This is an optimization exercise on Yosys and OpenROAD, whose aim is small area, not a production implementation.
The RTL was checked by simulation tests, not by an equivalence proof against the original design.
Power is estimated from default activity; no workload was simulated.

==> run.sh <==
#!/bin/bash
# synth_recipe.tcl (not shown) runs the flow's synth.tcl, then flattens the netlist and writes it again
# the make line also repeats each setting of config.mk as NAME=value (left out here)
make -C /OpenROAD-flow-scripts/flow DESIGN_CONFIG=/design/flow/config.mk WORK_HOME=/design/flow/orfs CLKGATE_MAP_FILE= SYNTH_SCRIPT=/design/flow/synth_recipe.tcl finish
==> config.mk <==
export PLATFORM = sky130hd
export DESIGN_NAME = AluREG
export DESIGN_NICKNAME = AluREG
export VERILOG_FILES = /design/flow/design.v
export SDC_FILE = /design/flow/constraint.sdc
export NUM_CORES = 4
export LEC_CHECK = 0
export CAP_MARGIN = 20
export CORE_MARGIN = 2
export CORE_UTILIZATION = 40
export SETUP_SLACK_MARGIN = 0.3
export SLEW_MARGIN = 20
==> constraint.sdc <==
create_clock -name core_clock -period 7.2 [get_ports {cp2}]
set_input_delay 1.4400 -clock core_clock [delete_from_list [all_inputs] [get_ports {cp2}]]
set_output_delay 1.4400 -clock core_clock [all_outputs]
set_load 0.01 [all_outputs]
==> design.v <==
`timescale 1 ns / 1 ns
module alu_avr(
               alu_data_r_in, 
               alu_data_d_in, 
	       alu_c_flag_in, 
	       alu_z_flag_in, 
	       idc_add, 
	       idc_adc, 
	       idc_adiw, 
	       idc_sub, 
	       idc_subi, 
	       idc_sbc, 
	       idc_sbci, 
	       idc_sbiw, 
	       adiw_st, 
	       sbiw_st, 
	       idc_and, 
	       idc_andi, 
	       idc_or, 
	       idc_ori, 
	       idc_eor, 
	       idc_com, 
	       idc_neg, 
	       idc_inc, 
	       idc_dec, 
	       idc_cp, 
	       idc_cpc, 
	       idc_cpi, 
	       idc_cpse, 
	       idc_lsr, 
	       idc_ror, 
	       idc_asr, 
	       idc_swap, 
	       alu_data_out, 
	       alu_c_flag_out, 
	       alu_z_flag_out, 
	       alu_n_flag_out, 
	       alu_v_flag_out, 
	       alu_s_flag_out, 
	       alu_h_flag_out
	       );
   input [7:0]  alu_data_r_in;
   input [7:0]  alu_data_d_in;
   input        alu_c_flag_in;
   input        alu_z_flag_in;
   input        idc_add;
   input        idc_adc;
   input        idc_adiw;
   input        idc_sub;
   input        idc_subi;
   input        idc_sbc;
   input        idc_sbci;
   input        idc_sbiw;
   input        adiw_st;
   input        sbiw_st;
   input        idc_and;
   input        idc_andi;
   input        idc_or;
   input        idc_ori;
   input        idc_eor;
   input        idc_com;
   input        idc_neg;
   input        idc_inc;
   input        idc_dec;
   input        idc_cp;
   input        idc_cpc;
   input        idc_cpi;
   input        idc_cpse;
   input        idc_lsr;
   input        idc_ror;
   input        idc_asr;
   input        idc_swap;
   output [7:0] alu_data_out;
   output       alu_c_flag_out;
   output       alu_z_flag_out;
   output       alu_n_flag_out;
   output       alu_v_flag_out;
   output       alu_s_flag_out;
   output       alu_h_flag_out;
   wire [7:0]   alu_data_out_int;
   wire         alu_z_flag_out_int;
   wire         alu_c_flag_in_int;		 
   wire         alu_n_flag_out_int;
   wire         alu_v_flag_out_int;
   wire         alu_c_flag_out_int;
   wire         adder_nadd_sub;		 
   wire         adder_v_flag_out;
   wire [8:0]   adder_carry;
   wire [8:0]   adder_d_in;
   wire [8:0]   adder_r_in;
   wire [8:0]   adder_out;
   wire [8:0]   neg_op_carry;
   wire [8:0]   neg_op_out;
   wire [7:0]   incdec_op_carry;
   wire [7:0]   incdec_op_out;
   wire [7:0]   com_op_out;
   wire [7:0]   and_op_out;
   wire [7:0]   or_op_out;
   wire [7:0]   eor_op_out;
   wire [7:0]   right_shift_out;
   wire [7:0]   swap_out;
   assign adder_nadd_sub = (idc_sub | idc_subi | idc_sbc | idc_sbci | idc_sbiw | sbiw_st | idc_cp | idc_cpc | idc_cpi | idc_cpse);		 
   assign alu_c_flag_in_int = alu_c_flag_in & (idc_adc | adiw_st | idc_sbc | idc_sbci | sbiw_st | idc_cpc | idc_ror);
   assign alu_z_flag_out = (alu_z_flag_out_int & (~(adiw_st | sbiw_st | idc_cpc | idc_sbc | idc_sbci))) | ((alu_z_flag_in & alu_z_flag_out_int) & (adiw_st | sbiw_st)) | (alu_z_flag_in & alu_z_flag_out_int & (idc_cpc | idc_sbc | idc_sbci));		 
   assign alu_n_flag_out = alu_n_flag_out_int;
   assign alu_v_flag_out = alu_v_flag_out_int;
   assign alu_c_flag_out = alu_c_flag_out_int;
   assign alu_data_out = alu_data_out_int;
   assign adder_d_in = {1'b0, alu_data_d_in};
   assign adder_r_in = {1'b0, alu_data_r_in};
   assign adder_out[0]     = adder_d_in[0] ^ adder_r_in[0] ^ alu_c_flag_in_int;
   assign adder_carry[0]   = ((adder_d_in[0] ^ adder_nadd_sub) & adder_r_in[0]) | (((adder_d_in[0] ^ adder_nadd_sub) | adder_r_in[0]) & alu_c_flag_in_int);
   assign adder_out[8:1]   = adder_d_in[8:1] ^ adder_r_in[8:1] ^ adder_carry[7:0];
   assign adder_carry[8:1] = ((adder_d_in[8:1] ^ {8{adder_nadd_sub}}) & adder_r_in[8:1]) | (((adder_d_in[8:1] ^ {8{adder_nadd_sub}}) | adder_r_in[8:1]) & adder_carry[7:0]);
      assign adder_v_flag_out = (((adder_d_in[7] & adder_r_in[7] & (~adder_out[7])) | ((~adder_d_in[7]) & (~adder_r_in[7]) & adder_out[7])) & (~adder_nadd_sub)) | (((adder_d_in[7] & (~adder_r_in[7]) & (~adder_out[7])) | ((~adder_d_in[7]) & adder_r_in[7] & adder_out[7])) & adder_nadd_sub);		 
      assign neg_op_out[0]     = alu_data_d_in[0];
      assign neg_op_carry[0]   = ~alu_data_d_in[0];
      assign neg_op_out[7:1]   = (~alu_data_d_in[7:1]) ^ neg_op_carry[6:0];
      assign neg_op_carry[7:1] = (~alu_data_d_in[7:1]) & neg_op_carry[6:0];
         assign neg_op_out[8]   = ~neg_op_carry[7];
         assign neg_op_carry[8] = neg_op_carry[7];		 
         assign incdec_op_out[0]     = ~alu_data_d_in[0];
         assign incdec_op_carry[0]   = alu_data_d_in[0] ^ idc_dec;
         assign incdec_op_out[7:1]   = alu_data_d_in[7:1] ^ incdec_op_carry[6:0];
         assign incdec_op_carry[7:1] = (alu_data_d_in[7:1] ^ {7{idc_dec}}) & incdec_op_carry[6:0];
            assign com_op_out = (~alu_data_d_in);
            assign and_op_out = alu_data_d_in & alu_data_r_in;
            assign or_op_out = alu_data_d_in | alu_data_r_in;
            assign eor_op_out = alu_data_d_in ^ alu_data_r_in;
            assign right_shift_out[7] = (idc_ror & alu_c_flag_in_int) | (idc_asr & alu_data_d_in[7]);		 
	    assign right_shift_out[6:0] = alu_data_d_in[7:1];
                  assign swap_out = {alu_data_d_in[3:0] , alu_data_d_in[7:4]};		     
assign alu_data_out_int[7:0] = (adder_out[7:0]       & {8{(idc_add | idc_adc | (idc_adiw | adiw_st) | idc_sub | idc_subi | idc_sbc | idc_sbci | (idc_sbiw | sbiw_st) | idc_cpse | idc_cp | idc_cpc | idc_cpi)}}) | 
                               (neg_op_out[7:0]      & {8{idc_neg}}) |                           
			       (incdec_op_out[7:0]   & {8{(idc_inc | idc_dec)}}) | 	         
			       (com_op_out[7:0]      & {8{idc_com}}) |  		         
			       (and_op_out[7:0]      & {8{(idc_and | idc_andi)}}) | 	         
			       (or_op_out[7:0]       & {8{(idc_or | idc_ori)}}) | 	         
			       (eor_op_out[7:0]      & {8{idc_eor}}) |  		         
			       (right_shift_out[7:0] & {8{(idc_lsr | idc_ror | idc_asr)}}) |     
			       (swap_out[7:0]        & {8{idc_swap}});			         
 assign alu_h_flag_out = (adder_carry[3] & (idc_add | idc_adc | idc_sub | idc_subi | idc_sbc | idc_sbci | idc_cp | idc_cpc | idc_cpi)) | ((~neg_op_carry[3]) & idc_neg);	  
 assign alu_s_flag_out = alu_n_flag_out_int ^ alu_v_flag_out_int;
 assign alu_v_flag_out_int = (adder_v_flag_out & (idc_add | idc_adc | idc_sub | idc_subi | idc_sbc | idc_sbci | adiw_st | sbiw_st | idc_cp | idc_cpi | idc_cpc)) | ((alu_data_d_in[7] & neg_op_carry[6]) & idc_neg) | ((~alu_data_d_in[7]) & incdec_op_carry[6] & idc_inc) | (alu_data_d_in[7] & incdec_op_carry[6] & idc_dec) | ((alu_n_flag_out_int ^ alu_c_flag_out_int) & (idc_lsr | idc_ror | idc_asr));		  
 assign alu_n_flag_out_int = alu_data_out_int[7];
 assign alu_z_flag_out_int = ~(|alu_data_out_int);
 assign alu_c_flag_out_int = (adder_out[8] & (idc_add | idc_adc | (idc_adiw | adiw_st) | idc_sub | idc_subi | idc_sbc | idc_sbci | (idc_sbiw | sbiw_st) | idc_cp | idc_cpc | idc_cpi)) | ((~alu_z_flag_out_int) & idc_neg) | (alu_data_d_in[0] & (idc_lsr | idc_ror | idc_asr)) | idc_com;		  
endmodule  
`timescale 1 ns / 1 ns
module reg_file(
                cp2, 
		cp2en, 
		ireset, 
		reg_rd_in, 
		reg_rd_out, 
		reg_rd_adr, 
		reg_rr_out, 
		reg_rr_adr, 
		reg_rd_wr, 
		post_inc, 
		pre_dec, 
		reg_h_wr, 
		reg_h_out, 
		reg_h_adr, 
		reg_z_out, 
		w_op, 
		reg_rd_hb_in, 
		reg_rr_hb_out, 
		spm_out
		);
   parameter     use_rst = 1;  
   input         cp2;
   input         cp2en;
   input         ireset;
   input [7:0]   reg_rd_in;
   output [7:0]  reg_rd_out;
   input [4:0]   reg_rd_adr;
   output [7:0]  reg_rr_out;
   input [4:0]   reg_rr_adr;
   input         reg_rd_wr;
   input         post_inc;		 
   input         pre_dec;		 
   input         reg_h_wr;
   output [15:0] reg_h_out;
   input [2:0]   reg_h_adr;		 
   output [15:0] reg_z_out;		 
   input         w_op;
   input [7:0]   reg_rd_hb_in;
   output [7:0]  reg_rr_hb_out;
   output [15:0] spm_out;
   reg [7:0]     gprf_current[0:31];
   reg [7:0]     gprf_next[0:31];
   wire [15:0]   reg_h_in;
   wire [15:0]   sg_adr16_postinc;
   wire [15:0]   sg_adr16_predec;
   reg [15:0]    sg_tmp_h_data;
   localparam LP_GPRF_VECT_LEN = 8*32;
   reg [LP_GPRF_VECT_LEN-1:0]     gprf_current_vect;
   reg [LP_GPRF_VECT_LEN-1:0]     gprf_next_vect;   
   always@*
   begin : vec_array_cnv
   integer i;
   integer j;
   reg[7:0] tmp_rg_v2a;
   reg[7:0] tmp_rg_a2v;
    for(i = 0;i < 32;i = i + 1) begin
     tmp_rg_a2v = gprf_next[i];
     for(j = 0;j < 8;j = j + 1) begin
      gprf_next_vect[i*8+j] = tmp_rg_a2v[j];
      tmp_rg_v2a[j] = gprf_current_vect[i*8+j];
     end
      gprf_current[i] = tmp_rg_v2a; 
    end
   end  
   generate
    if (!use_rst)
     begin : impl_no_rst
      always @(posedge cp2)
      begin: gprf_seq
            gprf_current_vect <= gprf_next_vect;   
         end  
      end  
      else  
      begin : impl_rst
         always @(posedge cp2 or negedge ireset)
         begin: gprf_seq
            if (!ireset)
             gprf_current_vect <= {LP_GPRF_VECT_LEN{1'b0}};   
            else 
             gprf_current_vect <= gprf_next_vect;   
            end  
         end  
    endgenerate
         assign sg_adr16_postinc = sg_tmp_h_data + 1;		 
         assign sg_adr16_predec  = sg_tmp_h_data - 1;		 
         assign reg_h_out = ((pre_dec)) ? sg_adr16_predec : 		 
                            sg_tmp_h_data;		 
         assign reg_h_in = ((post_inc)) ? sg_adr16_postinc : 		 
                           sg_adr16_predec;		 
         always @(*)
         begin: hi_regs_mux_comb
            sg_tmp_h_data = {16{1'b0}};
            case (reg_h_adr)
               3'b001 :		 
                  sg_tmp_h_data = {gprf_current[27], gprf_current[26]};
               3'b010 :		 
                  sg_tmp_h_data = {gprf_current[29], gprf_current[28]};
               3'b100 :		 
                  sg_tmp_h_data = {gprf_current[31], gprf_current[30]};
               default :
                  sg_tmp_h_data = {16{1'b0}};
            endcase
            end  
            always @(*)
            begin: gprf_comb
               integer       i;
               for(i = 0; i < 32; i = i + 1) gprf_next[i] = gprf_current[i];		 
               if (cp2en)		 
               begin
                  if (reg_rd_wr)		 
                  begin
                     for (i = 0; i < 32; i = i + 1)
                        if ( reg_rd_adr == i[4:0])
                           gprf_next[i] = reg_rd_in;
                     if (w_op)		 
                        for (i = 0; i < 32; i = i + 1)
                         if ((reg_rd_adr[4:0] + 5'd1) == i[4:0])    
                              gprf_next[i] = reg_rd_hb_in;
                  end
                  else if (reg_h_wr)		 
                     case (reg_h_adr)
                        3'b001 :		 
                           begin
                              gprf_next[26] = reg_h_in[7:0];
                              gprf_next[27] = reg_h_in[15:8];
                           end
                        3'b010 :		 
                           begin
                              gprf_next[28] = reg_h_in[7:0];
                              gprf_next[29] = reg_h_in[15:8];
                           end
                        3'b100 :		 
                           begin
                              gprf_next[30] = reg_h_in[7:0];
                              gprf_next[31] = reg_h_in[15:8];
                           end
                        default : ;  
                     endcase
               end
               end   
               assign reg_rd_out = gprf_current[reg_rd_adr];
               assign reg_rr_out = gprf_current[reg_rr_adr];
               assign reg_z_out = {gprf_current[31], gprf_current[30]};
	       wire[4:0] reg_rr_hb_idx = (reg_rr_adr + 1);  
               assign reg_rr_hb_out = gprf_current[reg_rr_hb_idx];		 
               assign spm_out = {gprf_current[1], gprf_current[0]};
endmodule  
`timescale 1 ns / 1 ns
module io_reg_file(
                   cp2, 
		   cp2en, 
		   ireset, 
		   adr, 
		   iowe, 
		   dbusout, 
		   sreg_fl_in, 
		   sreg_out, 
		   sreg_fl_wr_en, 
		   spl_out, 
		   sph_out, 
		   sp_ndown_up, 
		   sp_en, 
		   rampz_out, 
		   eind_out
		   );
   parameter             pc22b = 0;
   parameter             eind_width = 1;
   parameter             rampz_width = 1;
   input                 cp2;
   input                 cp2en;
   input                 ireset;
   input [5:0]           adr;
   input                 iowe;
   input [7:0]           dbusout;
   input [7:0]           sreg_fl_in;
   output [7:0]          sreg_out;
   input [7:0]           sreg_fl_wr_en;		 
   output [7:0]          spl_out;
   output [7:0]          sph_out;
   input                 sp_ndown_up;		 
   input                 sp_en;		 
   output reg [7:0]      rampz_out;
   output [7:0]          eind_out;
   reg    [7:0]          eind_out;  
   reg [7:0]             spl_current;
   reg [7:0]             spl_next;
   reg [7:0]             sph_current;
   reg [7:0]             sph_next;
   reg [7:0]             sreg_current;
   reg [7:0]             sreg_next;
   reg [rampz_width-1:0] rampz_current;
   reg [rampz_width-1:0] rampz_next;
   reg [eind_width-1:0]  eind_current;
   reg [eind_width-1:0]  eind_next;
   wire [15:0]           sp_res;
parameter P_SPL_Address   = 6'h3D;  
parameter P_SPH_Address   = 6'h3E;  
parameter P_SREG_Address  = 6'h3F;  
parameter P_RAMPZ_Address = 6'h3B;  
parameter P_EIND_Address  = 6'h3C;  
   assign sp_res = (!sp_ndown_up) ? (({sph_current, spl_current}) - 16'd1) :    
                                    (({sph_current, spl_current}) + 16'd1);     
   always @(cp2en or adr or iowe or dbusout or sreg_fl_in or sreg_fl_wr_en or sp_res or sp_en or spl_current or sph_current or 
            sreg_current or rampz_current)
   begin: next_regs_comb
      integer               i;
      spl_next   = spl_current;
      sph_next   = sph_current;
      sreg_next  = sreg_current;
      rampz_next = rampz_current;
      if (cp2en)		 
      begin
         if (iowe)		 
         begin
            if (adr == P_SPL_Address)
               spl_next = dbusout;		 
            if (adr == P_SPH_Address)
               sph_next = dbusout;		 
         end
         else if (sp_en)		 
         begin
            spl_next = sp_res[7:0];
            sph_next = sp_res[15:8];
         end
         if (iowe)		 
         begin
            if (adr == P_SREG_Address)
               sreg_next = dbusout;		 
         end
         else 
	 begin
            for (i = 0; i < 8; i = i + 1)
             if (sreg_fl_wr_en[i])
                  sreg_next[i] = sreg_fl_in[i];
         end 
         if (iowe && adr == P_RAMPZ_Address)		 
            rampz_next = dbusout[rampz_width-1:0];
      end
      end  
      generate
        if (!pc22b)
         begin : no_eind
	  always @(*)  
           eind_out = {8{1'b0}};
         end
        else   
        begin : eind_is_impl
         always @(cp2en or adr or iowe or dbusout or eind_current)
          begin: next_eind_comb
           eind_next = eind_current;
           if (iowe && adr == P_EIND_Address)		 
            eind_next = dbusout[eind_width-1:0];
           end  
          always @(posedge cp2 or negedge ireset)
           begin: eind_seq
            if (!ireset)	    
             eind_current <= {eind_width{1'b0}};
            else	    
             eind_current <= eind_next;
            end  
           always @(eind_current)
            begin: eind_gen_comb
             integer i;
	     eind_out = {8{1'b0}};
             for (i = 0; i < 8; i = i + 1)
              if (i < eind_width)
               eind_out[i] = eind_current[i];
             end  
           end  
        endgenerate
  always @(posedge cp2 or negedge ireset)
  begin: regs_seq
     if (!ireset)	    
     begin
	spl_current   <= {8{1'b0}};
	sph_current   <= {8{1'b0}};
	sreg_current  <= {8{1'b0}};
	rampz_current <= {rampz_width{1'b0}};
     end
     else	    
     begin
	spl_current   <= spl_next;
	sph_current   <= sph_next;
	sreg_current  <= sreg_next;
	rampz_current <= rampz_next;
     end
     end  
     assign spl_out  = spl_current;
     assign sph_out  = sph_current;
     assign sreg_out = sreg_current;
     always @(rampz_current)
     begin: rampz_gen_comb
      integer i;
      rampz_out = {8{1'b0}};  
      for (i = 0; i < rampz_width; i = i + 1)
       rampz_out[i] = rampz_current[i];
     end  
endmodule  
`timescale 1 ns / 1 ns
module AluREG (
   input  wire       cp2,
   input  wire       cp2en,
   input  wire       ireset,
   input  wire [4:0] reg_rd_adr,
   input  wire [4:0] reg_rr_adr,
   input  wire       reg_rd_wr,
   input  wire [7:0] sreg_fl_wr_en,
   input  wire       idc_add,
   input  wire       idc_adc,
   input  wire       idc_adiw,
   input  wire       idc_sub,
   input  wire       idc_subi,
   input  wire       idc_sbc,
   input  wire       idc_sbci,
   input  wire       idc_sbiw,
   input  wire       adiw_st,
   input  wire       sbiw_st,
   input  wire       idc_and,
   input  wire       idc_andi,
   input  wire       idc_or,
   input  wire       idc_ori,
   input  wire       idc_eor,
   input  wire       idc_com,
   input  wire       idc_neg,
   input  wire       idc_inc,
   input  wire       idc_dec,
   input  wire       idc_cp,
   input  wire       idc_cpc,
   input  wire       idc_cpi,
   input  wire       idc_cpse,
   input  wire       idc_lsr,
   input  wire       idc_ror,
   input  wire       idc_asr,
   input  wire       idc_swap,
   input  wire       mc,
   input  wire       mz,
   output wire [7:0] alu_data_out,
   output wire [7:0] sreg_out
);
   parameter use_rst     = 1;
   parameter pc22b       = 0;
   parameter eind_width  = 1;
   parameter rampz_width = 1;
   wire [7:0]  reg_rd_out;
   wire [7:0]  reg_rr_out;
   wire [15:0] reg_h_out;
   wire [15:0] reg_z_out;
   wire [7:0]  reg_rr_hb_out;
   wire [15:0] spm_out;
   wire [7:0]  spl_out;
   wire [7:0]  sph_out;
   wire [7:0]  rampz_out;
   wire [7:0]  eind_out;
   wire        alu_c_flag_out;
   wire        alu_z_flag_out;
   wire        alu_n_flag_out;
   wire        alu_v_flag_out;
   wire        alu_s_flag_out;
   wire        alu_h_flag_out;
   reg_file #(.use_rst(use_rst))
   GPRF_Inst (.cp2           (cp2),
              .cp2en         (cp2en),
              .ireset        (ireset),
              .reg_rd_in     (alu_data_out),
              .reg_rd_out    (reg_rd_out),
              .reg_rd_adr    (reg_rd_adr),
              .reg_rr_out    (reg_rr_out),
              .reg_rr_adr    (reg_rr_adr),
              .reg_rd_wr     (reg_rd_wr),
              .post_inc      (1'b0),
              .pre_dec       (1'b0),
              .reg_h_wr      (1'b0),
              .reg_h_out     (reg_h_out),
              .reg_h_adr     (3'b000),
              .reg_z_out     (reg_z_out),
              .w_op          (1'b0),
              .reg_rd_hb_in  (8'h00),
              .reg_rr_hb_out (reg_rr_hb_out),
              .spm_out       (spm_out));
   io_reg_file #(.pc22b       (pc22b),
                 .eind_width  (eind_width),
                 .rampz_width (rampz_width))
   IORegs_Inst (.cp2           (cp2),
                .cp2en         (cp2en),
                .ireset        (ireset),
                .adr           (6'h00),
                .iowe          (1'b0),
                .dbusout       (8'h00),
                .sreg_fl_in    ({mz, mc, alu_h_flag_out, alu_s_flag_out, alu_v_flag_out,
                                 alu_n_flag_out, alu_z_flag_out, alu_c_flag_out}),
                .sreg_out      (sreg_out),
                .sreg_fl_wr_en (sreg_fl_wr_en),
                .spl_out       (spl_out),
                .sph_out       (sph_out),
                .sp_ndown_up   (1'b0),
                .sp_en         (1'b0),
                .rampz_out     (rampz_out),
                .eind_out      (eind_out));
   alu_avr
   ALU_Inst (.alu_data_r_in  (reg_rr_out),
             .alu_data_d_in  (reg_rd_out),
             .alu_c_flag_in  (sreg_out[0]),
             .alu_z_flag_in  (sreg_out[1]),
             .idc_add        (idc_add),
             .idc_adc        (idc_adc),
             .idc_adiw       (idc_adiw),
             .idc_sub        (idc_sub),
             .idc_subi       (idc_subi),
             .idc_sbc        (idc_sbc),
             .idc_sbci       (idc_sbci),
             .idc_sbiw       (idc_sbiw),
             .adiw_st        (adiw_st),
             .sbiw_st        (sbiw_st),
             .idc_and        (idc_and),
             .idc_andi       (idc_andi),
             .idc_or         (idc_or),
             .idc_ori        (idc_ori),
             .idc_eor        (idc_eor),
             .idc_com        (idc_com),
             .idc_neg        (idc_neg),
             .idc_inc        (idc_inc),
             .idc_dec        (idc_dec),
             .idc_cp         (idc_cp),
             .idc_cpc        (idc_cpc),
             .idc_cpi        (idc_cpi),
             .idc_cpse       (idc_cpse),
             .idc_lsr        (idc_lsr),
             .idc_ror        (idc_ror),
             .idc_asr        (idc_asr),
             .idc_swap       (idc_swap),
             .alu_data_out   (alu_data_out),
             .alu_c_flag_out (alu_c_flag_out),
             .alu_z_flag_out (alu_z_flag_out),
             .alu_n_flag_out (alu_n_flag_out),
             .alu_v_flag_out (alu_v_flag_out),
             .alu_s_flag_out (alu_s_flag_out),
             .alu_h_flag_out (alu_h_flag_out));
endmodule  
==> run notes <==
- TritonCTS Buffers: 29
- Synth cell types: 94
- Nets: 2325
- Worst hold slack: 0.513 ns
- Xor/xnor cell area share of the yosys netlist: 0.00996
- Peak VDD IR: 0.000255 V
- Core area: approximately 0.039 mm2
- Starting Density: 0.408
- Reg clk slew, reported paths: 0.06 ns
- Post-Synth Simple-Gate Area: 0.227
- Worst Hold Launch: IORegs_Inst.sreg_current[7]$_DFFE_PN0P_
- Area delta synth->final: 39.6%
- Remaining Overflow, GRT: 0
- Compound-Gate Fraction of Synth Area: 0.244
- Routability-driven placement congestion ratio: around 1.1
- Worst EP required: 5.76 ns
- Mux contribution to synthesized area: 0.0287
- WL/cell: 31.4 um
- Clock power share: 0.264
- Tcrit/Tclk final: 0.956
- Syn Nets: approximately 1900
- HP Class: flip-flop to flip-flop
- DRC Markers: 0
- TritonCTS clock tree: yes
- Reg2reg setup slack: between 1.5 and 2 ns
- Most used DFF post-synth: dfrtp_1
- Worst Skew: ~0.018 ns
- Avg Vias per Cell: 6.45
- H-tree levels: 1
- GRT Util Overall: 0.419
- Synth async-reset ratio: 1.00
- Die height: 203 um
- Setup ws final: 0.314 ns
- Clock sink count: 264
- Initial DRC count: about 2300
- Synth Area in Adders: 0.0227
- P_leak: 9.74 nW
- Slew Limit Fails: 0
- Largest net degree at the start of global routing: 174
- P_sw: roughly 2.3 mW
- Logic pwr share: 0.346
- Pwr Density: 272 mW/mm2
- RSZ-0062 raised after global routing: yes
- EDFF count, synth: 0
- HPWL after detailed placement: between 60000 and 70000 um
- Peak fanout along the critical path: 8
- Boundary Pins: 67
- Synth Register Bits: 264
- DIE AREA: 0.0412 mm2
- Maximum capacitance violations: 0
- CTS Root Cell: clkbuf_16
- Worst setup EP type: output port
- Site Rows: 72
- Placed cell area: slightly below 0.02 mm2
- Commonest cells after routing, fill and taps aside: 389 x buf_4, 264 x dfrtp_1, 241 x nor2_1
- Worst EP arrival: 5.45 ns
- Sequential power share: 0.391
- Sw Ratio: 0.390
- Clk Latency, worst-skew pair: roughly 0.60 ns
- CTS max path bufs: 3
- Place WS: -0.750 ns
- Startpoint type of the worst setup path: input pin
- Worst Setup SP: reg_rd_adr[4]
- Relative slew slack: 0.242
- DR pass1 iterations: 8
- Crit Path Class: input pin to output port
- Fillers: approximately 3500
- Final Hold Viols: 0
- Int Pwr: 3.66 mW
- Initial antenna violation count: 6
- Finished Cell Area: 0.0221 mm2
- Synth warn: 4
- First-pass GRT wire length: 123000 um
- Status: finished clean
- Tightest Pin Transition: 1.13 ns
- Post-route minimum period: 6.89 ns
- Syn Area/Cell: 8.50 um2
- Wirelength, routed: 87400 um
- Worst R2R Start: GPRF_Inst.gprf_current_vect[208]$_DFFE_PN0P_
- Via count: 18000
- Vias in the first global route: 17100
- Largest family of logic cells by synthesized area: compound AO/OA/AOI/OAI gates
- Buffers on Ports: 66
- Maximum clock rate: 145 MHz
- Diode count: 0
- Pwr Total: 6.00 mW
- Post-Syn Area: around 0.016 mm2
- Setup-failing EPs final: 0
- Sequential area share after synthesis: 0.417
- Commonest non-fill, non-tap cell in the layout: buf_4
- Remaining antenna violation count: 0
- Die Span X: 203 um
- Post-Syn Instances: 1863
- Share of layout cells above drive strength 1: 0.307
-- metal layers --
layer,wire length [um],track usage,vias up
met5,20,0,-
met4,5010,0.190,4
met3,9820,0.0899,290
met2,36000,0.605,1241
met1,36600,0.598,8830
li1,-,-,7621
-- worst max-delay path, cell delays in order --
cell       delay, ns
buf_6           0.11
buf_12          0.14
buf_4           0.15
and3b_2         0.20
and3_4          0.17
a2111oi_4       0.30
buf_4           0.16
nand4_1         0.16
o32a_1          0.41
inv_2           0.10
buf_4           0.10
buf_4           0.09
buf_4           0.10
buf_4           0.09
buf_4           0.09
buf_4           0.09
buf_4           0.14
nand4_1         0.11
o21ai_2         0.10
a21oi_1         0.10
and2_4          0.17
o211ai_1        0.27
o211ai_4        0.12
xnor2_1         0.14
o21a_1          0.18
inv_1           0.07
buf_2           0.13
-- flip-flops by register name (all words and copies together) (netlist names) --
register,cells
IORegs_Inst.sreg_current,8
GPRF_Inst.gprf_current_vect,256
-- final cells by class --
cell class                 instances  area (um2)  share of cell area
tap                              518         648              0.0293
sequential                       264        6610               0.299
timing repair buffer             497        4250               0.192
multi-input combinational       1421        9460               0.428
clock inverter                    15         208             0.00940
inverter                          34         130             0.00589
clock buffer                      38         790              0.0357
-- cell families (layout without fill, tap and decap cells) --
group | Yosys count | after routing
and+or+nand+nor | 741 | 741
AOI/OAI and AO/OA | 589 | 589
DFF | 264 | 264
buffers and inverters | 178 | 584
muxes | 44 | 44
adders and majority gates | 29 | 29
xor gates and xnor gates | 18 | 18
-- cells in the mapped netlist (17+ instances only) --
library cell  count  area, um2
clkbuf_1         84        315
inv_1            30        113
xnor2_1          17        149
nand3_1          60        300
ha_1             27        338
a22o_1           17        149
a21oi_1         212       1060
mux2i_1          33        330
dfrtp_1         264       6610
a22oi_1          83        623
nor2_1          264        991
buf_2            38        190
nor3_1           60        300
a221oi_1         20        175
o21ai_0         107        536
a31oi_1          18        113
and3_1           45        282
nand4_1          36        225
nand2_1         157        589
-- stage by stage --
stage / util / instances / setup TNS, ns
after floorplan: - / 1863 / 0
after global placement: 0.504 / 2668 / -2.48
after detailed placement: 0.504 / 2668 / -2.77
after CTS: 0.553 / 2756 / 0
after global routing: 0.569 / 2787 / 0
final: 0.569 / 2787 / 0
-- worst paths after layout --
check | endpoint | depth (start not counted)
min in group asynchronous | GPRF_Inst.gprf_current_vect[24]$_DFFE_PN0P_ | 1
min | IORegs_Inst.sreg_current[7]$_DFFE_PN0P_ | 1
max in group asynchronous | GPRF_Inst.gprf_current_vect[180]$_DFFE_PN0P_ | 2
max | alu_data_out[7] | 27
min reg2reg | IORegs_Inst.sreg_current[7]$_DFFE_PN0P_ | 1
max reg2reg | IORegs_Inst.sreg_current[4]$_DFFE_PN0P_ | 24
-- power groups by stage --
stage	Combinational [mW]	Clock [mW]	Sequential [mW]
2_1_floorplan	1.02	0	2.03
3_3_place_gp	1.73	0	2.31
3_5_place_dp	1.78	0	2.30
4_1_cts	1.92	1.60	2.29
5_1_grt	2.23	1.65	2.35
6_report	2.07	1.58	2.34
-- timing repair --
item | 4_1_cts | 5_1_grt
buffers inserted | 31 | 30
setup endpoints to repair | 8 | 8
cloned | 4 | 1
gates resized for setup | 170 | 97
hold buffers | 0 | 0
pin swaps | 42 | 36

port drivers added, routing unchanged:
Ports are ideal in the flow. The routed layout listed here was re-timed in OpenROAD. Step 1, drivers: a clkbuf_16 drives cp2 and a buf_2 each remaining input, both assumed. Step 2, shift: input delay + t, output delay - t, t = (earliest + latest rising clock arrival at the registers) / 2. This alone moves slack from input paths to output paths. Slacks: ideal / step 1 / step 2; pairs: ideal / step 1.
t, ns: 0.648
slack for setup (ns): 0.314 / 0.283 / 0.283
clock arrival spread, ns: 0.018 / 0.018
After both steps setup and hold are still met in this run. The setup slack of this run moves by -0.031 ns with the drivers and by -0.031 ns with both steps.
